From an optimization exercise on the open Yosys and OpenROAD flow, aimed at small area; shortcuts taken in it are not production practice.
At most, simulation tests tie the RTL to the original design; equivalence was not proved.
The RTL of runs 1 to 3 was laid out without a check of its function.
The clock port is modelled as an ideal driver; clocking choices that lean on that would not hold on a real chip.
Power figures rest on the tool's default switching activity, not on a simulated workload.

==> design/flow/design.v <==
`timescale 1ns / 1ps
`default_nettype none
 `timescale 1ns / 1ps
`default_nettype none
 `timescale 1ns / 1ps
`default_nettype none
module xmodem(
    output wire xmodem_done,
    output wire xmodem_saw_valid_block,
    output wire xmodem_saw_invalid_block,
    output wire xmodem_receiving_repeat_block,
    output wire xmodem_saw_valid_msg_byte,
    output wire [7:0] xmodem_data_byte,
    output wire tx,
    input wire start,
    input wire rx_pin,
    input wire clk, rst
);
    wire [7:0] data_byte;
    wire svb;
    wire saw_block, valid_block, saw_EOT_block;
    wire send_ACK, send_NAK;
    xm_rx u_rx(.clk(clk), .rst(rst), .rx_pin(rx_pin), .data_byte(data_byte), .svb(svb));
    xm_blk u_blk(.clk(clk), .rst(rst), .data_byte(data_byte), .svb(svb),
        .saw_block(saw_block), .valid_block(valid_block), .saw_EOT_block(saw_EOT_block),
        .msg_byte(xmodem_saw_valid_msg_byte), .repeat_block(xmodem_receiving_repeat_block));
    xm_proto u_proto(.clk(clk), .rst(rst), .start(start), .saw_block(saw_block),
        .valid_block(valid_block), .saw_EOT_block(saw_EOT_block),
        .send_ACK(send_ACK), .send_NAK(send_NAK));
    xm_tx u_tx(.clk(clk), .rst(rst), .send_ACK(send_ACK), .send_NAK(send_NAK), .tx(tx));
    assign xmodem_data_byte = data_byte;
    assign xmodem_saw_valid_block = saw_block & valid_block;
    assign xmodem_saw_invalid_block = saw_block & ~valid_block;
    assign xmodem_done = saw_EOT_block;
endmodule
module xm_rx(
    input wire clk, rst,
    input wire rx_pin,
    output wire [7:0] data_byte,
    output wire svb                          
);
    reg rx_q1, rx_s, rx_d;
    always @(posedge clk, posedge rst)
        if (rst) begin
            rx_q1 <= 1'b1;
            rx_s  <= 1'b1;
        end else begin
            rx_q1 <= rx_pin;
            rx_s  <= rx_q1;
        end
    always @(posedge clk) rx_d <= rx_s;
    wire negedge_rx = ~rx_s & rx_d;
    reg [3:0] r;                             
    reg [8:0] rc;                            
    reg [8:0] data;
    wire r_idle = ~r[3] & ~r[2];             
    wire r_b10  = &r;                        
    wire rc_max = (rc[7:0] == 8'b0111_1000);
    wire take_sample = ~r_idle & rc_max;
    always @(posedge clk, posedge rst)
        if (rst) r <= 4'd0;
        else if (r_idle) r <= negedge_rx ? 4'd5 : 4'd0;
        else if (rc_max | r_b10) r <= r + 4'd1;
    always @(posedge clk)
        if (r_idle) rc <= 9'b1_0110_0010;    
        else rc <= {rc[7:4], rc[3] ^ rc_max, rc[2:0], rc[8] ^ rc[3]};
    always @(posedge clk, posedge rst)
        if (rst) data <= 9'd0;
        else if (take_sample) data <= {rx_s, data[8:1]};
    assign data_byte = data[7:0];
    assign svb = r_b10 & data[8];
endmodule
module xm_blk(
    input wire clk, rst,
    input wire [7:0] data_byte,
    input wire svb,
    output wire saw_block, valid_block, saw_EOT_block,
    output wire msg_byte, repeat_block
);
    reg       D;
    reg [6:0] n;
    reg [7:0] chk;
    reg [7:0] prev;
    reg       F1, F2;
    wire b_SA = ~D & ~n[1] & ~n[0];
    wire b_SB = ~D & ~n[1] &  n[0];
    wire b_SC = ~D &  n[1] & ~n[0];
    wire b_SE = ~D &  n[1] &  n[0];
    wire is_SOH = (data_byte == 8'h01);
    wire is_EOT = (data_byte == 8'h04);
    wire adv = svb & (~b_SA | is_SOH);
    always @(posedge clk, posedge rst)
        if (rst) begin
            D <= 1'b0;
            n <= 7'd0;
        end else if (adv) begin
            n[1:0] <= n[1:0] + 2'd1;
            n[6:2] <= n[6:2] + {4'd0, D & n[1] & n[0]};
            D <= D ^ (n == 7'd2);
        end
    wire [7:0] sum = chk + data_byte;
    always @(posedge clk)
        if (b_SA | (b_SC & svb)) chk <= 8'd0;
        else if (svb) chk <= sum;
    wire [7:0] t;                            
    assign t[0] = 1'b1;
    genvar gi;
    generate
        for (gi = 1; gi < 8; gi = gi + 1) begin : g_t
            assign t[gi] = t[gi-1] & prev[gi-1];
        end
    endgenerate
    wire [7:0] dd = chk ^ prev;
    wire num_eq = ~|dd;                      
    wire num_p1 = ~|(dd ^ t);                
    wire cpl_ok = &sum;                      
    always @(posedge clk)
        if (svb & b_SC) begin
            F1 <= cpl_ok & (num_eq | num_p1);
            F2 <= num_p1;
        end
    assign saw_block = svb & b_SE;
    assign valid_block = F1 & (chk == data_byte);
    assign saw_EOT_block = svb & b_SA & is_EOT;
    assign msg_byte = svb & D;
    assign repeat_block = svb & b_SC & num_eq;
    always @(posedge clk, posedge rst)
        if (rst) prev <= 8'd0;
        else if (saw_block & valid_block & F2) prev <= prev ^ t;
endmodule
module xm_proto(
    input wire clk, rst,
    input wire start,
    input wire saw_block, valid_block, saw_EOT_block,
    output wire send_ACK, send_NAK
);
    reg        ps;
    reg [3:0]  tc, ic;
    reg [17:0] tmr;
    wire saw_valid_block = saw_block & valid_block;
    wire saw_invalid_block = saw_block & ~valid_block;
    wire tfN = (tmr[16:0] == 17'b0_1101_1001_1110_1010);
    wire timeout = (tc == 4'd10) | (ic == 4'd10);
    always @(posedge clk, posedge rst)
        if (rst) ps <= 1'b0;
        else ps <= ps ? ~(timeout | saw_EOT_block) : start;
    always @(posedge clk, posedge rst)
        if (rst) tc <= 4'd0;
        else if (ps & saw_valid_block) tc <= 4'd0;
        else if (ps & tfN) tc <= tc + 4'd1;
    always @(posedge clk, posedge rst)
        if (rst) ic <= 4'd0;
        else if (ps & saw_valid_block) ic <= 4'd0;
        else if (ps & saw_invalid_block) ic <= ic + 4'd1;
    always @(posedge clk, posedge rst)
        if (rst) tmr <= 18'b01_1011_0011_1101_0101;    
        else if (ps & (tfN | ~saw_valid_block))
            tmr <= {tmr[16:0], tmr[17] ^ tmr[6] ^ tfN};
    assign send_ACK = ps ? saw_valid_block : saw_EOT_block;
    assign send_NAK = ps ? (tfN | saw_invalid_block) : start;
endmodule
module xm_tx(
    input wire clk, rst,
    input wire send_ACK, send_NAK,
    output wire tx
);
    reg [3:0] s;                             
    reg       ack;
    reg [8:0] tcy;                           
    wire s_idle = s[3] & s[1] & s[0];
    wire s_b10  = s[3] & s[1] & ~s[0];
    wire bit_sent = (tcy[7:0] == 8'b0111_1000);
    always @(posedge clk, posedge rst)
        if (rst) s <= 4'd11;
        else if (s_idle) s <= (send_ACK | send_NAK) ? 4'd0 : 4'd11;
        else if (bit_sent | s_b10) s <= s + 4'd1;
    always @(posedge clk)
        if (s_idle) ack <= send_ACK;
    always @(posedge clk)
        if (s_idle) tcy <= 9'b0_1110_0001;   
        else tcy <= {tcy[7:4], tcy[3] ^ bit_sent, tcy[2:0], tcy[8] ^ tcy[3]};
    reg txb;
    always @(*)
        case (s)
            4'd1:    txb = 1'b0;
            4'd2:    txb = ~ack;             
            4'd3:    txb = ack;
            4'd5:    txb = 1'b0;
            4'd6:    txb = ~ack;
            4'd7:    txb = 1'b0;
            4'd8:    txb = 1'b0;
            4'd9:    txb = 1'b0;
            default: txb = 1'b1;
        endcase
    assign tx = txb;
endmodule
==> design/flow/flow/run.sh <==
#!/bin/bash
# Own layout flow: the standard synthesis, then an area-oriented re-mapping
# of its combinational logic (registers, their names and cell types kept),
# then the standard layout steps with 1-drive port buffers and a clock
# tree without dummy load cells.
set -euo pipefail
W=$PWD
R=$W/orfs/results/$FLOW_PLATFORM/xmodem/base
LIB=$FLOW_HOME/platforms/$FLOW_PLATFORM/lib/sky130_fd_sc_hd__tt_025C_1v80.lib
YOSYS=${YOSYS_EXE:-$FLOW_HOME/../tools/install/yosys/bin/yosys}

bash standard.sh synth > $W/std_synth.log 2>&1
cp $R/1_2_yosys.v $W/std_1_2_yosys.v

# re-map with each ABC script in flow/abc/, keep the smallest netlist
best=""; best_area=""
for s in $W/flow/abc/*.abc; do
  n=$(basename $s .abc)
  if RS_LIB=$LIB RS_IN=$W/std_1_2_yosys.v RS_OUT=$W/resynth_$n.v RS_TOP=$FLOW_TOP \
      RS_ABC=$s timeout 600 $YOSYS -c $W/flow/resynth.tcl > $W/resynth_$n.log 2>&1; then
    a=$(awk '/Chip area/ {print $NF}' $W/resynth_$n.v.stat)
    echo "$n $a" >> $W/resynth_areas.txt
    if [[ -z "$best" ]] || awk -v a=$a -v b=$best_area 'BEGIN{exit !(a<b)}'; then
      best=$n; best_area=$a
    fi
  fi
done
echo "best $best $best_area" >> $W/resynth_areas.txt
[[ -n "$best" ]]

# replace the synthesized netlist and rebuild 1_synth.odb from it
cp $W/resynth_$best.v $R/1_2_yosys.v
rm -f $R/1_synth.odb $R/1_synth.sdc
bash standard.sh synth > $W/std_synth_odb.log 2>&1

CTS="-sink_clustering_enable -repair_clock_nets -dont_use_dummy_load"
if [[ -f $W/flow/cts_args.txt ]]; then CTS="$CTS $(cat $W/flow/cts_args.txt)"; fi
bash standard.sh "BUFFER_PORTS_ARGS=-buffer_cell sky130_fd_sc_hd__buf_1" "CTS_ARGS=$CTS" finish > $W/std_finish.log 2>&1
==> design/flow/flow/abc/b5.abc <==
strash; balance -l; resub -K 6 -l; rewrite -l; resub -K 6 -N 2 -l; refactor -l; resub -K 8 -l; balance -l; resub -K 8 -N 2 -l; rewrite -l; resub -K 10 -l; rewrite -z -l; resub -K 10 -N 2 -l; balance -l; resub -K 12 -l; refactor -z -l; resub -K 12 -N 2 -l; rewrite -z -l; balance -l; balance -l; resub -K 6 -l; rewrite -l; resub -K 6 -N 2 -l; refactor -l; resub -K 8 -l; balance -l; resub -K 8 -N 2 -l; rewrite -l; resub -K 10 -l; rewrite -z -l; resub -K 10 -N 2 -l; balance -l; resub -K 12 -l; refactor -z -l; resub -K 12 -N 2 -l; rewrite -z -l; balance -l; dch -f; amap; strash; balance -l; resub -K 6 -l; rewrite -l; resub -K 6 -N 2 -l; refactor -l; resub -K 8 -l; balance -l; resub -K 8 -N 2 -l; rewrite -l; resub -K 10 -l; rewrite -z -l; resub -K 10 -N 2 -l; balance -l; resub -K 12 -l; refactor -z -l; resub -K 12 -N 2 -l; rewrite -z -l; balance -l; dch -f; amap; topo; dnsize
==> design/flow/flow/abc/d4.abc <==
strash; dc2; balance -l; resub -K 6 -l; rewrite -l; resub -K 6 -N 2 -l; refactor -l; resub -K 8 -l; balance -l; resub -K 8 -N 2 -l; rewrite -l; resub -K 10 -l; rewrite -z -l; resub -K 10 -N 2 -l; balance -l; resub -K 12 -l; refactor -z -l; resub -K 12 -N 2 -l; rewrite -z -l; balance -l; dc2; balance -l; resub -K 6 -l; rewrite -l; resub -K 6 -N 2 -l; refactor -l; resub -K 8 -l; balance -l; resub -K 8 -N 2 -l; rewrite -l; resub -K 10 -l; rewrite -z -l; resub -K 10 -N 2 -l; balance -l; resub -K 12 -l; refactor -z -l; resub -K 12 -N 2 -l; rewrite -z -l; balance -l; dch -f; amap; strash; dc2; balance -l; resub -K 6 -l; rewrite -l; resub -K 6 -N 2 -l; refactor -l; resub -K 8 -l; balance -l; resub -K 8 -N 2 -l; rewrite -l; resub -K 10 -l; rewrite -z -l; resub -K 10 -N 2 -l; balance -l; resub -K 12 -l; refactor -z -l; resub -K 12 -N 2 -l; rewrite -z -l; balance -l; dch -f; amap; topo; dnsize
==> design/flow/flow/cts_args.txt <==
-buf_list sky130_fd_sc_hd__clkbuf_8 -sink_clustering_size 24
==> design/flow/flow/resynth.tcl <==
# Area re-mapping of the standard synthesis's combinational logic.
# The registers (and their names and cell types) are kept as blackbox
# instances; every other cell is read as its liberty function, flattened
# and mapped again by ABC with an area-oriented script.
yosys -import
set LIB $::env(RS_LIB)
set dont_use {}
set fh [open $LIB r]
while {[gets $fh line] >= 0} {
  if {[regexp {^\s*cell\s*\(\s*"?(sky130_fd_sc_hd__\w+)"?\s*\)} $line -> c]} {
    if {[string match *lpflow* $c] || [string match *probe* $c]} { lappend dont_use -dont_use $c }
  }
}
close $fh
read_liberty -ignore_miss_func $LIB
blackbox sky130_fd_sc_hd__df* sky130_fd_sc_hd__edf* sky130_fd_sc_hd__sdf* sky130_fd_sc_hd__sedf* sky130_fd_sc_hd__dl* sky130_fd_sc_hd__conb_1
read_verilog $::env(RS_IN)
hierarchy -top $::env(RS_TOP)
flatten
yosys rename -hide w:*.*
opt -purge
abc -liberty $LIB {*}$dont_use -script $::env(RS_ABC)
setundef -zero
splitnets
opt_clean -purge
hilomap -singleton -hicell sky130_fd_sc_hd__conb_1 HI -locell sky130_fd_sc_hd__conb_1 LO
insbuf -buf sky130_fd_sc_hd__buf_4 A X
opt_clean -purge
yosys rename -hide w:*.*
opt_clean -purge
tee -o $::env(RS_OUT).stat stat -liberty $LIB
write_verilog -noattr -nohex -nodec $::env(RS_OUT)
==> design/flow/standard.sh <==
#!/bin/bash
# synth_recipe.tcl (not shown) runs the flow's synth.tcl, then flattens the netlist and writes it again
# the make line also repeats each setting of config.mk as NAME=value (left out here)
make -C /OpenROAD-flow-scripts/flow DESIGN_CONFIG=/design/flow/config.mk WORK_HOME=/design/flow/orfs CLKGATE_MAP_FILE= SYNTH_SCRIPT=/design/flow/synth_recipe.tcl "${@:-finish}"
==> design/flow/config.mk <==
export PLATFORM = sky130hd
export DESIGN_NAME = xmodem
export DESIGN_NICKNAME = xmodem
export VERILOG_FILES = /design/flow/design.v
export SDC_FILE = /design/flow/constraint.sdc
export NUM_CORES = 4
export LEC_CHECK = 0
export CAP_MARGIN = 20
export CORE_MARGIN = 2
export CORE_UTILIZATION = 40
export SLEW_MARGIN = 20
==> design/flow/constraint.sdc <==
create_clock -name core_clock -period 20.0 [get_ports {clk}]
set_input_delay 4.0000 -clock core_clock [delete_from_list [all_inputs] [get_ports {clk}]]
set_output_delay 4.0000 -clock core_clock [all_outputs]
set_load 0.01 [all_outputs]
==> summary.txt, run 1 <==
- Die ar.: about 0.011 mm^2
- DRC violation total after the first TritonRoute iteration: between 150 and 200
- Crit start category: flop
- Number of gates resized after cts: 0
- Net switching power: ~0.12 mW
- Clock tree from TritonCTS: built
- Crit-path cells: clkinv_1, o22ai_1, clkinv_1, or4_1, nor3_1, nand2_1, clkinv_1, buf_1
- Static leakage: about 1.7 nW
- Number of rows in the core area: 36
- Grt total ovfl: 0
- Maximum number of pins on one net before global-route repair: 63
- Buffers on Ports: 17
- Mean number of vias per cell: approximately 5.1
- Summed instance area of the synthesized netlist: approximately 0.004 mm^2
- Overall via count from detail_route: 2992
- Post-layout min period: ~6.4 ns
- Internal Pwr Total: 0.3173 mW
- Combinational Power Share: 16.0%
- Switching fraction of total power: 26.72%
- Global route hottest layer: met2
- Wire per inst: approximately 13 um
- Largest stage delay, worst path: ~0.48 ns
- Total cell area at the placement stage: 0.004164 mm^2
- Mapped Nets: 427
- Worst EP arrival: about 2.4 ns
- Antenna violations before repair: 0
- Slowest cell on crit path: sky130_fd_sc_hd__or4_1
- Final HPWL DP: between 5 and 6 mm
- Class of the most critical hold timing path: reg -> reg
- Run status: no timing/DRC/antenna violations
- Number of optimization iterations in the first detailed-route pass: 4
- Clock insertion delay at the later pin of the skew report: ~0.36 ns
- Setup crit end kind: primary output
- Maximum count of clock buffers along a single path: 2
- Number of setup violations in the final report: 0
- Gpl congestion: 0.8738
- Total routed wirelength: around 7.7 mm
- Worst-margin pin slew: 0.7782 ns
- RSZ-0062 raised after global routing: no
- Count of hold buffers inserted by post-cts repair: 0
- Horizontal extent of the die: 103.0 um
- Count of synthesis-stage warnings from yosys: 4
- Setup_tns: 0 ns
- Initial standard-cell utilization of the core: 40.65%
- Clock tree root buffer cell: sky130_fd_sc_hd__clkbuf_8
- Area overhead of the layout relative to synthesis: 9.419%
- Endpoint required time on the critical path: 16.00 ns
- Number of buffers created by CTS: 9
- Achievable clock frequency: approximately 160 MHz
- DRC Markers: 0
- Final slew viol count: 0
- # diodes: 0
- Average cell area after synthesis: approximately 9.3 um^2
- Met2 Use GR: between 20% and 30%
- TritonCTS Sinks: 92
- Share of total power in sequential cells: approximately three fifths
- Clock network power share: about 22%
- Pwr per Cell Area: roughly 100 mW/mm^2
- Max VDD drop: roughly 0.034 mV
- Global-route total usage across every layer: approximately 16%
- Period utilisation layout: approximately a third
- Final Skew: 0.02618 ns
- Core area: 0.009639 mm^2
- Relative max-transition margin: a little under half
- Category of the critical setup timing path: reg -> out
- Met1 demand-to-capacity share in global routing: a little over a fifth
- Hold Fails Final Rpt: 0
- MaxCap Viol Count: 0
- Number of top-level pins: 18
- Die Y: between 100 and 150 um
- Post-synthesis cell count: between 400 and 500
- Remaining antenna violation count after routing: 0
- Setup Buffers After CTS: 0
- Number of nets at the end of the flow: approximately 460
- Fraction of layout cells with a size suffix above 1: about 6.2%
- Met3 Resource Use GR: under 10%
- Cell area after layout: around 0.0043 mm^2
- Vias in the first global route: between 2000 and 3000
- CP most frequent cell: sky130_fd_sc_hd__clkinv_1
- Peak fanout along the critical path: 4
- CTS clock-pin slew for the worst setup and hold paths: 0.09 ns
- First-pass GRT wire length: ~13 mm
- Count of H-tree levels built during CTS: 3
==> registers in the layout, indices dropped and copies added (netlist names), 7 cells and up <==
| signal | count |
|---|---|
| u_blk.n | 7 |
| u_blk.chk | 8 |
| u_tx.tcy | 9 |
| u_proto.tmr | 18 |
| u_rx.rc | 9 |
| u_blk.prev | 8 |
| u_rx.data | 9 |
==> power by group through the flow <==
stage          Sequential (mW)  Combinational, mW  Clock, mW
2_1_floorplan            0.263             0.0578          0
3_3_place_gp             0.270             0.0677          0
3_5_place_dp             0.271             0.0703          0
4_1_cts                  0.268             0.0705     0.0999
5_1_grt                  0.274             0.0797      0.108
6_report                 0.268             0.0692     0.0963
==> layer usage <==
layer  part of all wire, %  wire length [um]  vias up
met5                     0                 0        -
met2                    46              3504       46
met4                   1.5               115        0
li1                      -                 -     1538
met1                    49              3776     1398
met3                   3.5               271       10
==> final timing paths <==
path,startpoint,endpoint,slack (ns),cells past startpoint
setup reg to reg,u_blk.chk[2],u_blk.F1,16.90,8
hold reg to reg,u_rx.rx_q1,u_rx.rx_s,0.36,0
max in group asynchronous,rst,u_blk.n[0],15.65,3
setup / recovery,u_rx.data[3],xmodem_saw_valid_block,13.60,8
hold / removal,u_rx.rx_q1,u_rx.rx_s,0.36,0
min in group asynchronous,rst,u_tx.s[2],3.83,3
==> final cells by class <==
| class | count | area [um^2] |
|---|---|---|
| fill | 956 | 5351 |
| sequential | 92 | 2202 |
| multi-input combinational | 282 | 1533 |
| inverter | 49 | 183.9 |
| tap | 133 | 166.4 |
| clock buffer | 9 | 123.9 |
| timing repair buffer | 19 | 78.83 |
==> worst max-delay path, delay by kind of cell, from the launching register on <==
family	cells	cell delay (ns)
buffers and inverters	4	0.51
AND/OR/NAND/NOR	3	0.89
flip-flops	1	0.39
AO/OA/AOI/OAI	1	0.27
==> placed cells by master, fill, tap and decap left out, drive strengths merged, types with 2 or more instances in the layout <==
| cell | n |
|---|---|
| dfxtp | 27 |
| buf | 19 |
| a211oi | 4 |
| or2 | 7 |
| or4 | 4 |
| or3 | 2 |
| nor2b | 15 |
| a2111oi | 2 |
| clkbuf | 9 |
| nor4 | 6 |
| a31oi | 3 |
| clkinv | 48 |
| o22ai | 15 |
| o21a | 5 |
| a21oi | 23 |
| nand3b | 2 |
| nor2 | 77 |
| o22a | 18 |
| o21ai | 19 |
| o221ai | 2 |
| edfxtp | 3 |
| nor3 | 9 |
| nand4 | 3 |
| nor4b | 3 |
| nand3 | 7 |
| and3 | 4 |
| o32ai | 3 |
| nand2 | 33 |
| and2 | 3 |
| dfstp | 16 |
| a221oi | 2 |
| dfrtp | 46 |
==> through the flow <==
| stage | setup WS (ns) | hold WS (ns) | total power [mW] | instances | utilization (%) |
|---|---|---|---|---|---|
| finish | 13.60 | 0.3615 | 0.4330 | 584 | 44.48 |
| global route | 13.37 | 0.3695 | 0.4624 | 584 | 44.48 |
| CTS | 13.56 | 0.3632 | 0.4380 | 584 | 44.48 |
| detailed placement | 13.94 | 0.3501 | 0.3412 | 575 | 43.20 |
| global placement | 14.00 | 0.3486 | 0.3377 | 575 | 43.20 |
| floorplan | 14.23 | 0.3452 | 0.3208 | 423 | - |
==> run 2, diff against run 1 <==
--- a/design/flow/flow/run.sh
+++ b/design/flow/flow/run.sh
@@ -12,17 +12,22 @@
 bash standard.sh synth > $W/std_synth.log 2>&1
 cp $R/1_2_yosys.v $W/std_1_2_yosys.v
 
-# re-map with each ABC script in flow/abc/, keep the smallest netlist
+# re-map with each ABC script in flow/abc/ (in parallel), keep the smallest netlist
+for s in $W/flow/abc/*.abc; do
+  n=$(basename $s .abc)
+  ( RS_LIB=$LIB RS_IN=$W/std_1_2_yosys.v RS_OUT=$W/resynth_$n.v RS_TOP=$FLOW_TOP \
+      RS_ABC=$s timeout 600 $YOSYS -c $W/flow/resynth.tcl > $W/resynth_$n.log 2>&1 || true ) &
+done
+wait
 best=""; best_area=""
 for s in $W/flow/abc/*.abc; do
   n=$(basename $s .abc)
-  if RS_LIB=$LIB RS_IN=$W/std_1_2_yosys.v RS_OUT=$W/resynth_$n.v RS_TOP=$FLOW_TOP \
-      RS_ABC=$s timeout 600 $YOSYS -c $W/flow/resynth.tcl > $W/resynth_$n.log 2>&1; then
-    a=$(awk '/Chip area/ {print $NF}' $W/resynth_$n.v.stat)
-    echo "$n $a" >> $W/resynth_areas.txt
-    if [[ -z "$best" ]] || awk -v a=$a -v b=$best_area 'BEGIN{exit !(a<b)}'; then
-      best=$n; best_area=$a
-    fi
+  [[ -f $W/resynth_$n.v.stat && -f $W/resynth_$n.v ]] || continue
+  a=$(awk '/Chip area/ {print $NF}' $W/resynth_$n.v.stat)
+  [[ -n "$a" ]] || continue
+  echo "$n $a" >> $W/resynth_areas.txt
+  if [[ -z "$best" ]] || awk -v a=$a -v b=$best_area 'BEGIN{exit !(a<b)}'; then
+    best=$n; best_area=$a
   fi
 done
 echo "best $best $best_area" >> $W/resynth_areas.txt
==> design/flow/flow/abc/d3.abc (new file) <==
strash; &get -n; &deepsyn -T 60; &put; balance -l; resub -K 6 -l; rewrite -l; resub -K 6 -N 2 -l; refactor -l; resub -K 8 -l; balance -l; resub -K 8 -N 2 -l; rewrite -l; resub -K 10 -l; rewrite -z -l; resub -K 10 -N 2 -l; balance -l; resub -K 12 -l; refactor -z -l; resub -K 12 -N 2 -l; rewrite -z -l; balance -l; dch -f; amap; strash; dch -f; amap; topo; dnsize
==> design/flow/flow/abc/d7.abc (new file) <==
strash; &get -n; &deepsyn -T 60 -S 7; &put; balance -l; resub -K 6 -l; rewrite -l; resub -K 6 -N 2 -l; refactor -l; resub -K 8 -l; balance -l; resub -K 8 -N 2 -l; rewrite -l; resub -K 10 -l; rewrite -z -l; resub -K 10 -N 2 -l; balance -l; resub -K 12 -l; refactor -z -l; resub -K 12 -N 2 -l; rewrite -z -l; balance -l; dch -f; amap; strash; dch -f; amap; topo; dnsize
==> design/flow/flow/cts_args.txt (replaced) <==
-root_buf sky130_fd_sc_hd__clkbuf_8 -buf_list sky130_fd_sc_hd__clkbuf_4 -sink_clustering_size 12
--- a/design/flow/config.mk
+++ b/design/flow/config.mk
@@ -7,5 +7,5 @@
 export LEC_CHECK = 0
 export CAP_MARGIN = 20
 export CORE_MARGIN = 2
-export CORE_UTILIZATION = 40
+export CORE_UTILIZATION = 65
 export SLEW_MARGIN = 20
==> summary.txt, run 2 <==
- Gpl congestion: 0.8657 (was 0.8738)
- Summed instance area of the synthesized netlist: 0.003874 mm^2 (was 0.003919 mm^2)
- MaxCap Viol Count: 0 (unchanged)
- Fraction of layout cells with a size suffix above 1: 6.304% (was 6.208%)
- Worst-margin pin slew: 0.7739 ns (was 0.7782 ns)
- Capture point of the worst path: xmodem_saw_valid_block (unchanged)
- Maximum number of pins on one net before global-route repair: 63 (unchanged)
- Filler cell count in the final layout: 456 (was 956)
- Remaining antenna violation count after routing: 0 (unchanged)
- Area of all sequential standard cells: 0.002202 mm^2 (unchanged)
- Hold Fails Final Rpt: 0 (unchanged)
- Count of hold buffers inserted by post-cts repair: 0 (unchanged)
- Mean number of vias per cell: 5.744 (was 5.123)
- Class of the most critical hold timing path: reg -> reg (unchanged)
- Switching fraction of total power: 22.81% (was 26.72%)
- Max VDD drop: 0.06269 mV (was 0.03411 mV)
- Crit start category: flop (unchanged)
- Setup Buffers After CTS: 0 (unchanged)
- Count of H-tree levels built during CTS: 3 (unchanged)
- Number of optimization iterations in the first detailed-route pass: 5 (was 4)
- Clock tree root buffer cell: sky130_fd_sc_hd__clkbuf_8 (unchanged)
- Period utilisation layout: 31.83% (was 32.01%)
- Endpoint required time on the critical path: 16.00 ns (about the same)
- Relative max-transition margin: 48.41% (was 46.78%)
- Combinational Power Share: 6.1% (was 16.0%)
- Largest stage delay, worst path: 0.39 ns (was 0.48 ns)
- Crit-path cells: nand4_1, nor2_1, clkinv_1, nor2b_1, nand2_1, nor2_1, nand2_1, clkinv_1, buf_1 (was clkinv_1, o22ai_1, clkinv_1, or4_1, nor3_1, nand2_1, clkinv_1, buf_1)
- Grt total ovfl: 0 (unchanged)
- Register bank with the most flops: u_proto.tmr (unchanged)
- Achievable clock frequency: 157.1 MHz (was 156.2 MHz)
- Total number of cells along the worst setup path: 9 (was 8)
- Crit path buffers/inverters: 3 (was 4)
- Internal Pwr Total: 0.2447 mW (was 0.3173 mW)
- Setup_tns: 0 ns (unchanged)
- Total routed wirelength: 7.561 mm (was 7.668 mm)
- Launching instance or port of the critical path: u_rx.r[0] (was u_rx.data[3])
- Post-layout min period: 6.366 ns (was 6.403 ns)
- Mapped Nets: 435 (was 427)
- Number of rows in the core area: 28 (was 36)
- Static leakage: 1.653 nW (was 1.695 nW)
- Pwr per Cell Area: 75.88 mW/mm^2 (was 101.0 mW/mm^2)
- Setup crit end kind: primary output (unchanged)
- Wire per inst: 14.13 um (was 13.13 um)
- RSZ-0062 raised after global routing: no (unchanged)
- DRC violation total after the first TritonRoute iteration: 193 (was 166)
- Area overhead of the layout relative to synthesis: 7.849% (was 9.419%)
- # diodes: 0 (unchanged)
- Clock network power share: 30.1% (was 22.2%)
- Post-synthesis cell count: 431 (was 423)
- Initial standard-cell utilization of the core: 66.21% (was 40.65%)
- Final Skew: 0.02446 ns (was 0.02618 ns)
- First-pass GRT wire length: 12.46 mm (was 13.30 mm)
- Run status: no timing/DRC/antenna violations (unchanged)
- Horizontal extent of the die: 81.20 um (was 103.0 um)
- Slowest cell on crit path: sky130_fd_sc_hd__dfrtp_1 (was sky130_fd_sc_hd__or4_1)
- Category of the critical setup timing path: reg -> out (unchanged)
- Buffers on Ports: 17 (unchanged)
- Count of synthesis-stage warnings from yosys: 4 (unchanged)
- Reg2reg end: u_blk.prev[7] (was u_blk.F1)
- Final slew viol count: 0 (unchanged)
- DRC Markers: 0 (unchanged)
- Die ar.: 0.006593 mm^2 (was 0.01060 mm^2)
- Placement-stage worst setup slack: 14.02 ns (was 13.94 ns)
- Most frequent cells in the layout: sky130_fd_sc_hd__clkinv_1 (75), sky130_fd_sc_hd__nor2_1 (64), sky130_fd_sc_hd__dfrtp_1 (46) (was sky130_fd_sc_hd__nor2_1 (77), sky130_fd_sc_hd__clkinv_1 (48), sky130_fd_sc_hd__dfrtp_1 (46))
- Clock insertion delay at the later pin of the skew report: 0.35 ns (was 0.36 ns)
- Number of buffers created by CTS: 9 (unchanged)
- CTS clock-pin slew for the worst setup and hold paths: 0.08 ns (was 0.09 ns)
- Share of total power in sequential cells: 63.8% (was 61.8%)
- Vias in the first global route: 2720 (was 2816)
- Core area: 0.005851 mm^2 (was 0.009639 mm^2)
- Worst-case reg-to-reg path depth: 16 (was 8)
- Leading cell type in the layout, fill and taps excluded: sky130_fd_sc_hd__clkinv_1 (was sky130_fd_sc_hd__nor2_1)
- Final HPWL DP: 5.433 mm (was 5.601 mm)
- Global-route total usage across every layer: 24.74% (was 16.28%)
- Worst EP arrival: 2.37 ns (was 2.40 ns)
- Area of combinational cells with multiple inputs: 0.001386 mm^2 (was 0.001533 mm^2)
- Net switching power: 0.07232 mW (was 0.1157 mW)
- Kind of cell adding the most delay to the critical path: simple AND/OR/NAND/NOR gates (unchanged)
- Antenna violations before repair: 0 (unchanged)
- Number of top-level pins: 18 (unchanged)
- Overall via count from detail_route: 3073 (was 2992)
- Peak fanout along the critical path: 5 (was 4)
- Number of nets at the end of the flow: 466 (was 457)
- Worst R2R Start: u_rx.r[0] (was u_blk.chk[2])
- Average cell area after synthesis: 8.988 um^2 (was 9.264 um^2)
- TritonCTS Sinks: 92 (unchanged)
- Maximum count of clock buffers along a single path: 2 (unchanged)
- Clock tree from TritonCTS: built (unchanged)
- Slack of the worst reg-to-reg path: 16.96 ns (was 16.90 ns)
- Die Y: 81.20 um (was 103.0 um)
- Minimum setup slack in the final design: 13.63 ns (was 13.60 ns)
- Number of setup violations in the final report: 0 (unchanged)
- Number of gates resized after cts: 0 (unchanged)
- Number of flip-flops under the largest register name: 18 (unchanged)
[run 2: layout make-up]
| type | instances | area share, % |
|---|---|---|
| Clock buffer | 9 | 2.965 |
| Inverter | 76 | 6.828 |
| Multi-Input combinational cell | 263 | 33.18 |
| Sequential cell | 92 | 52.71 |
| Tap cell | 75 | 2.246 |
| Timing Repair Buffer | 20 | 2.066 |
[run 2: through the flow]
| stage | hold slack, ns | cells | area [um^2] | utilization (%) | power (mW) |
|---|---|---|---|---|---|
| after floorplan | 0.3452 | 431 | 3874 | - | 0.2198 |
| after global placement | 0.3469 | 526 | 4054 | 69.29 | 0.2243 |
| after detailed placement | 0.3519 | 526 | 4054 | 69.29 | 0.2259 |
| after CTS | 0.3640 | 535 | 4178 | 71.41 | 0.3198 |
| after global routing | 0.3674 | 535 | 4178 | 71.41 | 0.3303 |
| final | 0.3616 | 535 | 4178 | 71.41 | 0.3170 |
[run 2: worst min-delay path by stage]
stage                     from         to  slack, ns  cells past startpoint
detailed placement  u_rx.rx_q1  u_rx.rx_s       0.35                      0
CTS                 u_rx.rx_q1  u_rx.rx_s       0.36                      0
floorplan           u_rx.rx_q1  u_rx.rx_s       0.35                      0
global route        u_rx.rx_q1  u_rx.rx_s       0.37                      0
global placement    u_rx.rx_q1  u_rx.rx_s       0.35                      0
finish              u_rx.rx_q1  u_rx.rx_s       0.36                      0
[run 2: per-layer routing]
metal	part of all wire, %	up-vias	track usage [%]
met2	47	64	38.76
met1	48	1439	34.34
li1	-	1562	-
met4	1.1	0	8.814
met3	3.4	8	5.111
met5	0	-	0
[run 2: power by group through the flow]
| stage | logic [mW] | clock network, mW | registers, mW |
|---|---|---|---|
| after floorplan | 0.0155 | 0 | 0.204 |
| after CTS | 0.0202 | 0.0974 | 0.202 |
| after global placement | 0.0189 | 0 | 0.205 |
| after detailed placement | 0.0201 | 0 | 0.206 |
| final | 0.0195 | 0.0953 | 0.202 |
| after global routing | 0.0230 | 0.104 | 0.203 |
==> run 3, diff against run 2 <==
==> design/flow/flow/cts_args.txt (replaced) <==
-buf_list sky130_fd_sc_hd__clkbuf_8 -sink_clustering_size 30
==> summary.txt, run 3 <==
- Run status: no timing/DRC/antenna violations (unchanged)
- Hold Fails Final Rpt: 0 (unchanged)
- Remaining antenna violation count after routing: 0 (unchanged)
- Worst-margin pin slew: 0.7499 ns (was 0.7739 ns)
- CP most frequent cell: sky130_fd_sc_hd__clkinv_1
- Clock tree root buffer cell: sky130_fd_sc_hd__clkbuf_8 (unchanged)
- Most frequent cells in the layout: sky130_fd_sc_hd__nor2_1 (73), sky130_fd_sc_hd__clkinv_1 (68), sky130_fd_sc_hd__dfrtp_1 (46) (was sky130_fd_sc_hd__clkinv_1 (75), sky130_fd_sc_hd__nor2_1 (64), sky130_fd_sc_hd__dfrtp_1 (46))
- Grt total ovfl: 0 (unchanged)
- Wire per inst: 14.12 um (was 14.13 um)
- TritonCTS Sinks: 92 (unchanged)
- Count of H-tree levels built during CTS: 3 (unchanged)
- Final HPWL DP: 5.461 mm (was 5.433 mm)
- MaxCap Viol Count: 0 (unchanged)
- Dpl cells: 523 (was 526)
- Static leakage: 1.619 nW (was 1.653 nW)
- Mapped Nets: 432 (was 435)
- Max VDD drop: 0.05909 mV (was 0.06269 mV)
- Crit start category: flop (unchanged)
- Area overhead of the layout relative to synthesis: 7.983% (was 7.849%)
- Core area: 0.005851 mm^2 (unchanged)
- Leading cell type in the layout, fill and taps excluded: sky130_fd_sc_hd__nor2_1 (was sky130_fd_sc_hd__clkinv_1)
- Register bank with the most flops: u_proto.tmr (unchanged)
- RSZ-0062 raised after global routing: no (unchanged)
- Largest stage delay, worst path: 0.41 ns (was 0.39 ns)
- Filler cell count in the final layout: 441 (was 456)
- Maximum number of pins on one net before global-route repair: 63 (unchanged)
- Minimum setup slack in the final design: 13.68 ns (was 13.63 ns)
- Startpoint of the worst hold path: u_rx.rx_q1 (unchanged)
- First-pass GRT wire length: 12.61 mm (was 12.46 mm)
- Achievable clock frequency: 158.3 MHz (was 157.1 MHz)
- Slack of the worst reg-to-reg path: 16.78 ns (was 16.96 ns)
- Slowest cell on crit path: sky130_fd_sc_hd__dfxtp_1 (was sky130_fd_sc_hd__dfrtp_1)
- Total routed wirelength: 7.528 mm (was 7.561 mm)
- Fraction of layout cells with a size suffix above 1: 6.550% (was 6.304%)
- Post-layout min period: 6.318 ns (was 6.366 ns)
- Setup Buffers After CTS: 0 (unchanged)
- Summed instance area of the synthesized netlist: 0.003871 mm^2 (was 0.003874 mm^2)
- Count of synthesis-stage warnings from yosys: 4 (unchanged)
- Pwr per Cell Area: 75.92 mW/mm^2 (was 75.88 mW/mm^2)
- DRC Markers: 0 (unchanged)
- Placement-stage worst setup slack: 14.07 ns (was 14.02 ns)
- Category of the critical setup timing path: reg -> out (unchanged)
- Endpoint required time on the critical path: 16.00 ns (about the same)
- Vias in the first global route: 2789 (was 2720)
- Maximum count of clock buffers along a single path: 2 (unchanged)
- Final Instance Count excl. Fillers: 533 (was 535)
- Number of rows in the core area: 28 (unchanged)
- Peak fanout along the critical path: 4 (was 5)
- Number of gates resized after cts: 0 (unchanged)
- Post-synthesis cell count: 428 (was 431)
- Clock tree from TritonCTS: built (unchanged)
- Final slew viol count: 0 (unchanged)
- Number of buffers created by CTS: 9 (unchanged)
- Number of flip-flops under the largest register name: 18 (unchanged)
- Crit-path cells: clkinv_1, o22ai_1, nand4_1, nor3_1, clkinv_1, nor2_1, buf_1 (was nand4_1, nor2_1, clkinv_1, nor2b_1, nand2_1, nor2_1, nand2_1, clkinv_1, buf_1)
- Final Skew: 0.02341 ns (was 0.02446 ns)
- Global-route total usage across every layer: 25.11% (was 24.74%)
- Kind of cell adding the most delay to the critical path: simple AND/OR/NAND/NOR gates (unchanged)
- Number of setup violations in the final report: 0 (unchanged)
- Power Total: 0.3174 mW (was 0.3170 mW)
- Overall via count from detail_route: 3057 (was 3073)
- Period utilisation layout: 31.59% (was 31.83%)
- Buffers on Ports: 17 (unchanged)
- Clock insertion delay at the later pin of the skew report: 0.35 ns (about the same)
- Die ar.: 0.006589 mm^2 (was 0.006593 mm^2)
- Antenna violations before repair: 0 (unchanged)
- CTS clock-pin slew for the worst setup and hold paths: 0.08 ns (about the same)
- Number of top-level pins: 18 (unchanged)
- Setup crit end kind: primary output (unchanged)
- Number of optimization iterations in the first detailed-route pass: 4 (was 5)
- # diodes: 0 (unchanged)
- Worst R2R Start: u_blk.chk[3] (was u_rx.r[0])
- Crit path buffers/inverters: 3 (unchanged)
- Die Y: 81.18 um (was 81.20 um)
- Mean number of vias per cell: 5.735 (was 5.744)
- Core occupancy in the finished layout: 71.45% (was 71.41%)
- Horizontal extent of the die: 81.18 um (was 81.20 um)
- Launching instance or port of the critical path: u_blk.chk[3] (was u_rx.r[0])
- Average cell area after synthesis: 9.045 um^2 (was 8.988 um^2)
- Gpl congestion: 0.8993 (was 0.8657)
- DRC violation total after the first TritonRoute iteration: 239 (was 193)
- Class of the most critical hold timing path: reg -> reg (unchanged)
- Initial standard-cell utilization of the core: 66.17% (was 66.21%)
- Worst EP arrival: 2.32 ns (was 2.37 ns)
- Number of nets at the end of the flow: 464 (was 466)
- Setup_tns: 0 ns (unchanged)
- Relative max-transition margin: 50.01% (was 48.41%)
- Count of hold buffers inserted by post-cts repair: 0 (unchanged)
-- run 3: per-stage QoR --
stage               hold WS [ns]  instance area (um^2)
global route              0.3643                  4180
finish                    0.3611                  4180
floorplan                 0.3452                  3871
CTS                       0.3635                  4175
global placement          0.3475                  4051
detailed placement        0.3530                  4051
-- run 3: per-layer routing --
metal / part of all wire, % / vias up / track usage (%)
li1: - / 1558 / -
met2: 47 / 50 / 40.33
met3: 3.6 / 11 / 4.444
met5: 0 / - / 0
met1: 48 / 1438 / 34.46
met4: 1.5 / 0 / 8.983
-- run 3: layout make-up --
type / instances / area (um^2) / share of cell area, %
repair buffers: 21 / 91.34 / 2.185
clock buffers: 9 / 123.9 / 2.963
multi-input cells: 267 / 1410 / 33.73
well taps: 75 / 93.84 / 2.245
flip-flops and latches: 92 / 2202 / 52.68
inverters: 69 / 259.0 / 6.196
-- run 3: worst paths after layout --
kind                                          endpoint  cells past startpoint
min in group asynchronous               u_proto.tmr[3]                      3
worst min-delay path                         u_rx.rx_s                      0
worst min register to register               u_rx.rx_s                      0
max in group asynchronous                u_blk.prev[5]                      3
worst max-delay path            xmodem_saw_valid_block                      7
worst max register to register           u_blk.prev[7]                     16
-- run 3: report_power, final --
group          switching [mW]  internal [mW]  total [mW]
logic                  0.0115        0.00778      0.0193
registers             0.00607          0.197       0.203
clock network          0.0551         0.0404      0.0954
==> run 4, diff against run 3 <==
--- a/design/flow/design.v
+++ b/design/flow/design.v
@@ -39,7 +39,7 @@
     output wire [7:0] data_byte,
     output wire svb                          
 );
-    reg rx_q1, rx_s, rx_d;
+    reg rx_q1, rx_s;
     always @(posedge clk, posedge rst)
         if (rst) begin
             rx_q1 <= 1'b1;
@@ -48,19 +48,19 @@
             rx_q1 <= rx_pin;
             rx_s  <= rx_q1;
         end
-    always @(posedge clk) rx_d <= rx_s;
-    wire negedge_rx = ~rx_s & rx_d;
-    reg [3:0] r;                             
+    reg [3:0] r;
     reg [8:0] rc;                            
     reg [8:0] data;
     wire r_idle = ~r[3] & ~r[2];             
+    wire negedge_rx = ~rx_s & r[0];          
     wire r_b10  = &r;                        
     wire rc_max = (rc[7:0] == 8'b0111_1000);
     wire take_sample = ~r_idle & rc_max;
     always @(posedge clk, posedge rst)
         if (rst) r <= 4'd0;
-        else if (r_idle) r <= negedge_rx ? 4'd5 : 4'd0;
-        else if (rc_max | r_b10) r <= r + 4'd1;
+        else if (r_idle) r <= negedge_rx ? 4'd5 : {3'd0, rx_s};
+        else if (r_b10) r <= {3'd0, rx_s};
+        else if (rc_max) r <= r + 4'd1;
     always @(posedge clk)
         if (r_idle) rc <= 9'b1_0110_0010;    
         else rc <= {rc[7:4], rc[3] ^ rc_max, rc[2:0], rc[8] ^ rc[3]};
==> design/flow/flow/cts_args.txt (replaced) <==
-buf_list sky130_fd_sc_hd__clkbuf_8
==> summary.txt, run 4 <==
- Final Skew: 0.03092 ns (was 0.02341 ns)
- Leading cell type in the layout, fill and taps excluded: sky130_fd_sc_hd__clkinv_1 (was sky130_fd_sc_hd__nor2_1)
- Clock insertion delay at the later pin of the skew report: 0.35 ns (about the same)
- TritonCTS Sinks: 91 (was 92)
- Mapped Nets: 435 (was 432)
- Buffers on Ports: 17 (unchanged)
- Share of total power in sequential cells: 63.8% (was 63.9%)
- Most frequent cells in the layout: sky130_fd_sc_hd__clkinv_1 (77), sky130_fd_sc_hd__nor2_1 (67), sky130_fd_sc_hd__dfrtp_1 (46) (was sky130_fd_sc_hd__nor2_1 (73), sky130_fd_sc_hd__clkinv_1 (68), sky130_fd_sc_hd__dfrtp_1 (46))
- Hold Fails Final Rpt: 0 (unchanged)
- Clock tree from TritonCTS: built (unchanged)
- Endpoint of the worst hold-timing path: u_rx.rx_s (unchanged)
- Number of rows in the core area: 28 (unchanged)
- Post-layout min period: 6.524 ns (was 6.318 ns)
- Number of setup violations in the final report: 0 (unchanged)
- Register bank with the most flops: u_proto.tmr (unchanged)
- Number of top-level pins: 18 (unchanged)
- Horizontal extent of the die: 81.05 um (was 81.18 um)
- Overall via count from detail_route: 3038 (was 3057)
- Count of H-tree levels built during CTS: 3 (unchanged)
- Summed instance area of the synthesized netlist: 0.003859 mm^2 (was 0.003871 mm^2)
- Worst EP arrival: 2.52 ns (was 2.32 ns)
- Area overhead of the layout relative to synthesis: 7.685% (was 7.983%)
- Achievable clock frequency: 153.3 MHz (was 158.3 MHz)
- Filler cell count in the final layout: 469 (was 441)
- Period utilisation layout: 32.62% (was 31.59%)
- Number of buffers created by CTS: 9 (unchanged)
- Class of the most critical hold timing path: reg -> reg (unchanged)
- Static leakage: 1.648 nW (was 1.619 nW)
- Clock tree root buffer cell: sky130_fd_sc_hd__clkbuf_8 (unchanged)
- Count of synthesis-stage warnings from yosys: 4 (unchanged)
- Setup crit end kind: primary output (unchanged)
- Die Y: 81.05 um (was 81.18 um)
- First-pass GRT wire length: 12.36 mm (was 12.61 mm)
- Global-route total usage across every layer: 24.32% (was 25.11%)
- Category of the critical setup timing path: reg -> out (unchanged)
- Setup Buffers After CTS: 0 (unchanged)
- Hold path cells: 0 (unchanged)
- Worst-margin pin slew: 0.7357 ns (was 0.7499 ns)
- Number of nets at the end of the flow: 465 (was 464)
- RSZ-0062 raised after global routing: no (unchanged)
- Number of flip-flops under the largest register name: 18 (unchanged)
- Remaining antenna violation count after routing: 0 (unchanged)
- Reg2reg end: u_blk.prev[7] (unchanged)
- Crit start category: flop (unchanged)
- Total cell area at the placement stage: 0.004031 mm^2 (was 0.004051 mm^2)
- DRC violation total after the first TritonRoute iteration: 147 (was 239)
- Count of hold buffers inserted by post-cts repair: 0 (unchanged)
- Pwr per Cell Area: 76.97 mW/mm^2 (was 75.92 mW/mm^2)
- Total routed wirelength: 7.358 mm (was 7.528 mm)
- DRC Markers: 0 (unchanged)
- Gpl congestion: 0.8884 (was 0.8993)
- Antenna violations before repair: 0 (unchanged)
- Number of gates resized after cts: 0 (unchanged)
- MaxCap Viol Count: 0 (unchanged)
- Clock network power share: 30.1% (about the same)
- Slack of the worst reg-to-reg path: 16.71 ns (was 16.78 ns)
- Relative max-transition margin: 50.77% (was 50.01%)
- Net switching power: 0.07450 mW (was 0.07263 mW)
- Maximum number of pins on one net before global-route repair: 57 (was 63)
- Run status: no timing/DRC/antenna violations (unchanged)
- Setup_tns: 0 ns (unchanged)
- Maximum count of clock buffers along a single path: 2 (unchanged)
- Peak fanout along the critical path: 5 (was 4)
- Worst R2R Start: u_rx.data[2] (was u_blk.chk[3])
- Average cell area after synthesis: 8.953 um^2 (was 9.045 um^2)
- Worst-case reg-to-reg path depth: 15 (was 16)
- Switching fraction of total power: 23.29% (was 22.88%)
- CTS clock-pin slew for the worst setup and hold paths: 0.10 ns (was 0.08 ns)
- Endpoint required time on the critical path: 16.00 ns (about the same)
- Grt total ovfl: 0 (unchanged)
- Fraction of layout cells with a size suffix above 1: 6.100% (was 6.550%)
- Post-synthesis cell count: 431 (was 428)
- Final slew viol count: 0 (unchanged)
- Combinational Power Share: 6.1% (about the same)
- Cell area after layout: 0.004155 mm^2 (was 0.004180 mm^2)
- Initial standard-cell utilization of the core: 66.35% (was 66.17%)
- Core area: 0.005816 mm^2 (was 0.005851 mm^2)
- Vias in the first global route: 2782 (was 2789)
- Wire per inst: 13.78 um (was 14.12 um)
- Number of optimization iterations in the first detailed-route pass: 4 (unchanged)
- Final HPWL DP: 5.428 mm (was 5.461 mm)
- Startpoint of the worst hold path: u_rx.rx_q1 (unchanged)
- # diodes: 0 (unchanged)
- Mean number of vias per cell: 5.689 (was 5.735)
- Die ar.: 0.006569 mm^2 (was 0.006589 mm^2)
- Max VDD drop: 0.06643 mV (was 0.05909 mV)
- Internal Pwr Total: 0.2453 mW (was 0.2447 mW)
[run 4: metal layers]
layer  vias to the layer above  share of wire, %  global-route usage, %
met4                         0               1.4                  9.153
met2                        47                46                  37.11
li1                       1559                 -                      -
met3                        11               3.8                  4.778
met5                         -                 0                      0
met1                      1421                49                  34.69
[run 4: area by class of cell]
| class | instances | area (um^2) | area share, % |
|---|---|---|---|
| tap | 75 | 93.84 | 2.258 |
| clock buffer | 9 | 123.9 | 2.981 |
| sequential | 91 | 2182 | 52.51 |
| inverter | 78 | 292.8 | 7.046 |
| multi-input combinational | 262 | 1384 | 33.30 |
| timing repair buffer | 19 | 78.83 | 1.897 |
[run 4: metrics by stage]
step	hold WS, ns	std cells	setup slack, ns	util (%)	total power, mW
2_1_floorplan	0.3452	431	14.29	-	0.2210
3_3_place_gp	0.3470	525	14.00	69.32	0.2258
3_5_place_dp	0.3533	525	13.88	69.32	0.2272
4_1_cts	0.3683	534	13.50	71.45	0.3203
5_1_grt	0.3709	534	13.29	71.45	0.3322
6_report	0.3656	534	13.48	71.45	0.3198
[run 4: how the worst max path moves through the flow]
stage | startpoint | to | cells past startpoint
floorplan | u_rx.data[2] | xmodem_saw_valid_block | 7
global placement | u_rx.data[2] | xmodem_saw_valid_block | 8
detailed placement | u_rx.data[2] | xmodem_saw_valid_block | 8
CTS | u_rx.data[4] | xmodem_saw_valid_block | 8
global route | u_rx.r[3] | xmodem_receiving_repeat_block | 8
finish | u_rx.data[2] | xmodem_saw_valid_block | 8
[run 4: worst max-delay path, stage by stage, from the launching register on]
cell                       delay [ns]
sky130_fd_sc_hd__dfrtp_1         0.42
sky130_fd_sc_hd__clkinv_1        0.16
sky130_fd_sc_hd__o22ai_1         0.31
sky130_fd_sc_hd__nand2_1         0.09
sky130_fd_sc_hd__nor3_1          0.18
sky130_fd_sc_hd__nand3_1         0.11
sky130_fd_sc_hd__nor4_1          0.46
sky130_fd_sc_hd__nor2b_1         0.28
sky130_fd_sc_hd__buf_1           0.19
[run 4: power by group through the flow]
stage	Combinational, mW	Sequential (mW)	Clock [mW]
4_1_cts	0.0197	0.204	0.0965
2_1_floorplan	0.0153	0.206	0
3_3_place_gp	0.0187	0.207	0
5_1_grt	0.0229	0.206	0.103
6_report	0.0195	0.204	0.0962
3_5_place_dp	0.0197	0.208	0
==> run 5, diff against run 4 <==
--- a/design/flow/flow/run.sh
+++ b/design/flow/flow/run.sh
@@ -2,7 +2,8 @@
 # Own layout flow: the standard synthesis, then an area-oriented re-mapping
 # of its combinational logic (registers, their names and cell types kept),
 # then the standard layout steps with 1-drive port buffers and a clock
-# tree without dummy load cells.
+# tree without dummy load cells whose buffers are then downsized where the
+# clock-pin slew allows.
 set -euo pipefail
 W=$PWD
 R=$W/orfs/results/$FLOW_PLATFORM/xmodem/base
@@ -40,4 +41,4 @@
 
 CTS="-sink_clustering_enable -repair_clock_nets -dont_use_dummy_load"
 if [[ -f $W/flow/cts_args.txt ]]; then CTS="$CTS $(cat $W/flow/cts_args.txt)"; fi
-bash standard.sh "BUFFER_PORTS_ARGS=-buffer_cell sky130_fd_sc_hd__buf_1" "CTS_ARGS=$CTS" finish > $W/std_finish.log 2>&1
+bash standard.sh "BUFFER_PORTS_ARGS=-buffer_cell sky130_fd_sc_hd__buf_1" "CTS_ARGS=$CTS" "POST_CTS_TCL=$W/flow/post_cts.tcl" finish > $W/std_finish.log 2>&1
==> design/flow/flow/post_cts.tcl (new file) <==
set ::pc_limit 0.110
proc pc_worst_clk_slew {} {
  set w 0
  foreach p [get_pins -hierarchical */CLK] {
    foreach rf {rise fall} {
      set s [get_property $p slew_max_$rf]
      if {$s > $w} { set w $s }
    }
  }
  return $w
}
estimate_parasitics -placement
puts "post_cts: worst clock-pin slew before [pc_worst_clk_slew] ns"
set bufs {}
foreach inst [[ord::get_db_block] getInsts] {
  set m [[$inst getMaster] getName]
  if {[regexp {^sky130_fd_sc_hd__clkbuf_(\d+)$} $m -> sz] && [string match clkbuf_* [$inst getName]]} {
    lappend bufs [$inst getName]
  }
}
foreach name $bufs {
  set c [get_cells $name]
  set orig [get_property $c ref_name]
  set keep $orig
  foreach b {sky130_fd_sc_hd__clkbuf_4 sky130_fd_sc_hd__clkbuf_2} {
    replace_cell $c $b
    estimate_parasitics -placement
    if {[pc_worst_clk_slew] <= $::pc_limit} { set keep $b } else { break }
  }
  replace_cell $c $keep
  estimate_parasitics -placement
  puts "post_cts: $name $orig -> $keep"
}
puts "post_cts: worst clock-pin slew after [pc_worst_clk_slew] ns"
detailed_placement
check_placement -verbose
--- a/design/flow/config.mk
+++ b/design/flow/config.mk
@@ -7,5 +7,5 @@
 export LEC_CHECK = 0
 export CAP_MARGIN = 20
 export CORE_MARGIN = 2
-export CORE_UTILIZATION = 65
+export CORE_UTILIZATION = 80
 export SLEW_MARGIN = 20
==> summary.txt, run 5 <==
- Setup crit end kind: primary output (unchanged)
- Worst-case reg-to-reg path depth: 15 (unchanged)
- MaxCap Viol Count: 0 (unchanged)
- Horizontal extent of the die: 73.45 um (was 81.05 um)
- Final Skew: 0.02968 ns (was 0.03092 ns)
- Buffers on Ports: 17 (unchanged)
- Global-route total usage across every layer: 33.83% (was 24.32%)
- Number of nets at the end of the flow: 465 (unchanged)
- Class of the most critical hold timing path: reg -> reg (unchanged)
- Crit start category: flop (unchanged)
- Core area: 0.004692 mm^2 (was 0.005816 mm^2)
- Endpoint of the worst hold-timing path: u_rx.rx_s (unchanged)
- Achievable clock frequency: 146.5 MHz (was 153.3 MHz)
- # diodes: 0 (unchanged)
- Die ar.: 0.005395 mm^2 (was 0.006569 mm^2)
- Final hold slack: 0.3623 ns (was 0.3656 ns)
- Static leakage: 1.640 nW (was 1.648 nW)
- Overall via count from detail_route: 3246 (was 3038)
- Remaining antenna violation count after routing: 0 (unchanged)
- Vias in the first global route: 3009 (was 2782)
- First-pass GRT wire length: 13.71 mm (was 12.36 mm)
- Post-layout min period: 6.828 ns (was 6.524 ns)
- Average cell area after synthesis: 8.953 um^2 (unchanged)
- Maximum number of pins on one net before global-route repair: 63 (was 57)
- Filler cell count in the final layout: 252 (was 469)
- Hold Fails Final Rpt: 0 (unchanged)
- Worst R2R Start: u_rx.data[4] (was u_rx.data[2])
- Hold path cells: 0 (unchanged)
- Fraction of layout cells with a size suffix above 1: 6.100% (unchanged)
- Endpoint required time on the critical path: 16.00 ns (about the same)
- Post-synthesis cell count: 431 (unchanged)
- Area overhead of the layout relative to synthesis: 6.453% (was 7.685%)
- Total routed wirelength: 8.411 mm (was 7.358 mm)
- Die Y: 73.45 um (was 81.05 um)
- Final HPWL DP: 5.873 mm (was 5.428 mm)
- Number of rows in the core area: 25 (was 28)
- DRC violation total after the first TritonRoute iteration: 272 (was 147)
- Peak fanout along the critical path: 5 (unchanged)
- Number of flip-flops under the largest register name: 18 (unchanged)
- Number of setup violations in the final report: 0 (unchanged)
- Most frequent cells in the layout: sky130_fd_sc_hd__clkinv_1 (77), sky130_fd_sc_hd__nor2_1 (67), sky130_fd_sc_hd__dfrtp_1 (46) (unchanged)
- Wire per inst: 16.40 um (was 13.78 um)
- Initial standard-cell utilization of the core: 82.24% (was 66.35%)
- Gpl congestion: 0.9209 (was 0.8884)
- Power Total: 0.3122 mW (was 0.3198 mW)
- Area of combinational cells with multiple inputs: 0.001384 mm^2 (unchanged)
- Startpoint of the worst hold path: u_rx.rx_q1 (unchanged)
- Antenna violations before repair: 0 (unchanged)
- Clock tree from TritonCTS: built (unchanged)
- Number of top-level pins: 18 (unchanged)
- TritonCTS Sinks: 91 (unchanged)
- Final slew viol count: 0 (unchanged)
- Run status: no timing/DRC/antenna violations (unchanged)
- Number of optimization iterations in the first detailed-route pass: 19 (was 4)
- Max VDD drop: 0.06731 mV (was 0.06643 mV)
- Clock insertion delay at the later pin of the skew report: 0.56 ns (was 0.35 ns)
- Mean number of vias per cell: 6.327 (was 5.689)
- RSZ-0062 raised after global routing: no (unchanged)
- Setup_tns: 0 ns (unchanged)
- Reg2reg end: u_blk.prev[7] (unchanged)
- Category of the critical setup timing path: reg -> out (unchanged)
- Count of synthesis-stage warnings from yosys: 4 (unchanged)
- CTS clock-pin slew for the worst setup and hold paths: 0.09 ns (was 0.10 ns)
- Mapped Nets: 435 (unchanged)
- DRC Markers: 0 (unchanged)
- Slack of the worst reg-to-reg path: 16.58 ns (was 16.71 ns)
- Pwr per Cell Area: 76.00 mW/mm^2 (was 76.97 mW/mm^2)
- Summed instance area of the synthesized netlist: 0.003859 mm^2 (unchanged)
- Period utilisation layout: 34.14% (was 32.62%)
- Leading cell type in the layout, fill and taps excluded: sky130_fd_sc_hd__clkinv_1 (unchanged)
- Relative max-transition margin: 43.28% (was 50.77%)
- Register bank with the most flops: u_proto.tmr (unchanged)
- Worst-margin pin slew: 0.8431 ns (was 0.7357 ns)
- Grt total ovfl: 0 (unchanged)
- Area of all sequential standard cells: 0.002182 mm^2 (unchanged)
- Worst EP arrival: 2.83 ns (was 2.52 ns)
- Launching instance or port of the critical path: u_rx.data[4] (was u_rx.data[2])
-- run 5: worst max-delay path, cell delays in order (launching register included) --
cell and delay (ns):
sky130_fd_sc_hd__dfrtp_1 0.45, sky130_fd_sc_hd__clkinv_1 0.16, sky130_fd_sc_hd__o22ai_1 0.26, sky130_fd_sc_hd__clkinv_1 0.16
sky130_fd_sc_hd__nor3_1 0.19, sky130_fd_sc_hd__nand3_1 0.11, sky130_fd_sc_hd__nor4_1 0.44, sky130_fd_sc_hd__nor2b_1 0.32
sky130_fd_sc_hd__buf_1 0.18
-- run 5: metrics by stage --
step | utilization [%] | area, um^2 | setup WS [ns] | cells
global placement | 85.36 | 4005 | 14.10 | 504
global route | 87.55 | 4108 | 13.06 | 513
floorplan | - | 3859 | 14.29 | 431
finish | 87.55 | 4108 | 13.17 | 513
detailed placement | 85.36 | 4005 | 13.89 | 504
-- run 5: how the worst max path moves through the flow --
stage	endpoint	slack, ns
6_report	xmodem_saw_valid_block	13.17
2_1_floorplan	xmodem_saw_valid_block	14.29
3_3_place_gp	xmodem_receiving_repeat_block	14.10
5_1_grt	xmodem_saw_valid_block	13.06
3_5_place_dp	xmodem_saw_valid_block	13.89
-- run 5: final cells by class --
type                            instances  share of cell area, %
Sequential cell                        91                  53.12
Multi-Input combinational cell        262                  33.69
Clock buffer                            9                  2.498
Tap cell                               54                  1.645
Timing Repair Buffer                   19                  1.919
Inverter                               78                  7.128
-- run 5: report_power, final --
part,switching [mW],total (mW),internal [mW]
clock,0.0557,0.0878,0.0322
sequential,0.00701,0.204,0.197
combinational,0.0124,0.0203,0.00782
total,0.0751,0.312,0.237
-- run 5: layer usage --
| layer | up-vias | global-route usage, % | part of all wire [%] |
|---|---|---|---|
| met5 | - | 0 | 0 |
| met4 | 0 | 16.57 | 2.8 |
| met3 | 28 | 6.996 | 6.7 |
| met2 | 147 | 56.35 | 50 |
| met1 | 1519 | 41.99 | 40 |
| li1 | 1552 | - | - |
==> run 6, diff against run 5 <==
--- a/design/flow/config.mk
+++ b/design/flow/config.mk
@@ -7,5 +7,5 @@
 export LEC_CHECK = 0
 export CAP_MARGIN = 20
 export CORE_MARGIN = 2
-export CORE_UTILIZATION = 80
+export CORE_UTILIZATION = 65
 export SLEW_MARGIN = 20
==> summary.txt, run 6 <==
- Run status: no timing/DRC/antenna violations (unchanged)
- Worst EP arrival: 2.68 ns (was 2.83 ns)
- Overall via count from detail_route: 3026 (was 3246)
- Slowest cell on crit path: sky130_fd_sc_hd__nor4_1 (was sky130_fd_sc_hd__dfrtp_1)
- First-pass GRT wire length: 12.38 mm (was 13.71 mm)
- Antenna violations before repair: 0 (unchanged)
- Fraction of layout cells with a size suffix above 1: 6.100% (unchanged)
- Setup_tns: 0 ns (unchanged)
- Number of top-level pins: 18 (unchanged)
- # diodes: 0 (unchanged)
- Number of nets at the end of the flow: 465 (unchanged)
- Number of flip-flops under the largest register name: 18 (unchanged)
- Final Skew: 0.03385 ns (was 0.02968 ns)
- Static leakage: 1.635 nW (was 1.640 nW)
- Register bank with the most flops: u_proto.tmr (unchanged)
- Crit start category: flop (unchanged)
- Reg2reg end: u_blk.prev[7] (unchanged)
- Total routed wirelength: 7.315 mm (was 8.411 mm)
- Average cell area after synthesis: 8.953 um^2 (unchanged)
- Launching instance or port of the critical path: u_rx.data[2] (was u_rx.data[4])
- Number of optimization iterations in the first detailed-route pass: 4 (was 19)
- Crit-path cells: clkinv_1, o22ai_1, nand2_1, nor3_1, nand3_1, nor4_1, nor2b_1, buf_1 (was clkinv_1, o22ai_1, clkinv_1, nor3_1, nand3_1, nor4_1, nor2b_1, buf_1)
- Class of the most critical hold timing path: reg -> reg (unchanged)
- Number of setup violations in the final report: 0 (unchanged)
- Vias in the first global route: 2788 (was 3009)
- Summed instance area of the synthesized netlist: 0.003859 mm^2 (unchanged)
- Final Instance Count excl. Fillers: 534 (was 513)
- Core area: 0.005816 mm^2 (was 0.004692 mm^2)
- DRC Markers: 0 (unchanged)
- Buffers on Ports: 17 (unchanged)
- Dpl cells: 525 (was 504)
- Die ar.: 0.006569 mm^2 (was 0.005395 mm^2)
- Remaining antenna violation count after routing: 0 (unchanged)
- Mapped Nets: 435 (unchanged)
- Leading cell type in the layout, fill and taps excluded: sky130_fd_sc_hd__clkinv_1 (unchanged)
- Clock tree from TritonCTS: built (unchanged)
- Grt total ovfl: 0 (unchanged)
- Count of synthesis-stage warnings from yosys: 4 (unchanged)
- CTS clock-pin slew for the worst setup and hold paths: 0.10 ns (was 0.09 ns)
- Final slew viol count: 0 (unchanged)
- TritonCTS Sinks: 91 (unchanged)
- Die Y: 81.05 um (was 73.45 um)
- Peak fanout along the critical path: 5 (unchanged)
- Category of the critical setup timing path: reg -> out (unchanged)
- Worst-case reg-to-reg path depth: 15 (unchanged)
- Achievable clock frequency: 149.7 MHz (was 146.5 MHz)
- Worst-margin pin slew: 0.7439 ns (was 0.8431 ns)
- Maximum number of pins on one net before global-route repair: 57 (was 63)
- Capture point of the worst path: xmodem_saw_valid_block (unchanged)
- Initial standard-cell utilization of the core: 66.35% (was 82.24%)
- Wire per inst: 13.70 um (was 16.40 um)
- Hold path cells: 0 (unchanged)
- Area overhead of the layout relative to synthesis: 6.809% (was 6.453%)
- Setup crit end kind: primary output (unchanged)
- Relative max-transition margin: 50.22% (was 43.28%)
- MaxCap Viol Count: 0 (unchanged)
- Period utilisation layout: 33.41% (was 34.14%)
- Max VDD drop: 0.06632 mV (was 0.06731 mV)
- RSZ-0062 raised after global routing: no (unchanged)
- Post-synthesis cell count: 431 (unchanged)
- Final HPWL DP: 5.428 mm (was 5.873 mm)
- Horizontal extent of the die: 81.05 um (was 73.45 um)
- Hold Fails Final Rpt: 0 (unchanged)
- DRC violation total after the first TritonRoute iteration: 145 (was 272)
- Global-route total usage across every layer: 24.39% (was 33.83%)
- Worst R2R Start: u_rx.data[2] (was u_rx.data[4])
- Mean number of vias per cell: 5.667 (was 6.327)
- Endpoint required time on the critical path: 16.00 ns (about the same)
- Slack of the worst reg-to-reg path: 16.70 ns (was 16.58 ns)
- Post-layout min period: 6.681 ns (was 6.828 ns)
- Number of rows in the core area: 28 (was 25)
- Gpl congestion: 0.8884 (was 0.9209)
- Pwr per Cell Area: 74.06 mW/mm^2 (was 76.00 mW/mm^2)
- Largest stage delay, worst path: 0.46 ns (was 0.45 ns)
- Most frequent cells in the layout: sky130_fd_sc_hd__clkinv_1 (77), sky130_fd_sc_hd__nor2_1 (67), sky130_fd_sc_hd__dfrtp_1 (46) (unchanged)
- Clock insertion delay at the later pin of the skew report: 0.49 ns (was 0.56 ns)
-- run 6: worst min path at each step --
stage                     startpoint         to  slack [ns]
after global placement    u_rx.rx_q1  u_rx.rx_s        0.35
after detailed placement  u_rx.rx_q1  u_rx.rx_s        0.35
final                     u_rx.rx_q1  u_rx.rx_s        0.37
after floorplan           u_rx.rx_q1  u_rx.rx_s        0.35
after global routing      u_rx.rx_q1  u_rx.rx_s        0.37
-- run 6: through the flow --
step	area (um^2)	setup slack, ns	power (mW)	hold slack, ns	utilization, %
finish	4121	13.32	0.3053	0.3658	70.87
global route	4121	13.14	0.3188	0.3712	70.87
detailed placement	4031	13.88	0.2272	0.3533	69.32
floorplan	3859	14.29	0.2210	0.3452	-
global placement	4031	14.00	0.2258	0.3470	69.32
-- run 6: area by class of cell --
type / instances / area [um^2]
Multi-Input combinational cell: 262 / 1384
Timing Repair Buffer: 19 / 78.83
Fill cell: 476 / 1694
Sequential cell: 91 / 2182
Tap cell: 75 / 93.84
Inverter: 78 / 292.8
Clock buffer: 9 / 90.09
-- run 6: power by group --
group	leakage (nW)	switching [mW]	internal, mW
clock network	0.0513	0.0535	0.0281
registers	1.03	0.00707	0.197
logic	0.554	0.0117	0.00782
-- run 6: metal layers --
layer	wire, um	GRT usage [%]
met1	3610	34.77
met5	0	0
met2	3354	37.02
met4	97	9.153
met3	252	5.111
-- run 6: worst max-delay path: cells and delay by family, from the launching register on --
family / cells / cell delay, ns
AND/OR/NAND/NOR: 5 / 1.12
flip-flops: 1 / 0.43
buffers and inverters: 2 / 0.35
AO/OA/AOI/OAI: 1 / 0.31

-- what the ideal ports hide --
The flow's constraints put no driver on any port. The routed layouts listed below were extracted and timed again, unchanged, in two steps.
Step 1 assumes that a clkbuf_16 drives the clock port and a buf_2 every other input.
Step 2 also shifts input and output timing later by t, the mid clock arrival at the registers, as if the neighbouring blocks saw the same clock.
Slacks: ideal / step 1 / step 2; pairs: ideal / step 1.
| run | t (ns) | slack for setup (ns) | hold slack, ns |
|---|---|---|---|
| run 1 | 0.382 | 13.598 / 13.563 / 13.945 | 0.361 / 0.361 / 0.361 |
| run 2 | 0.373 | 13.634 / 13.603 / 13.976 | 0.362 / 0.362 / 0.362 |
| run 3 | 0.372 | 13.682 / 13.653 / 14.025 | 0.361 / 0.361 / 0.361 |
| run 4 | 0.369 | 13.477 / 13.446 / 13.816 | 0.366 / 0.366 / 0.366 |
| run 5 | 0.573 | 13.172 / 13.145 / 13.718 | 0.362 / 0.362 / 0.362 |
| run 6 | 0.501 | 13.319 / 13.291 / 13.792 | 0.366 / 0.366 / 0.366 |
After both steps setup and hold are still met in every run listed.
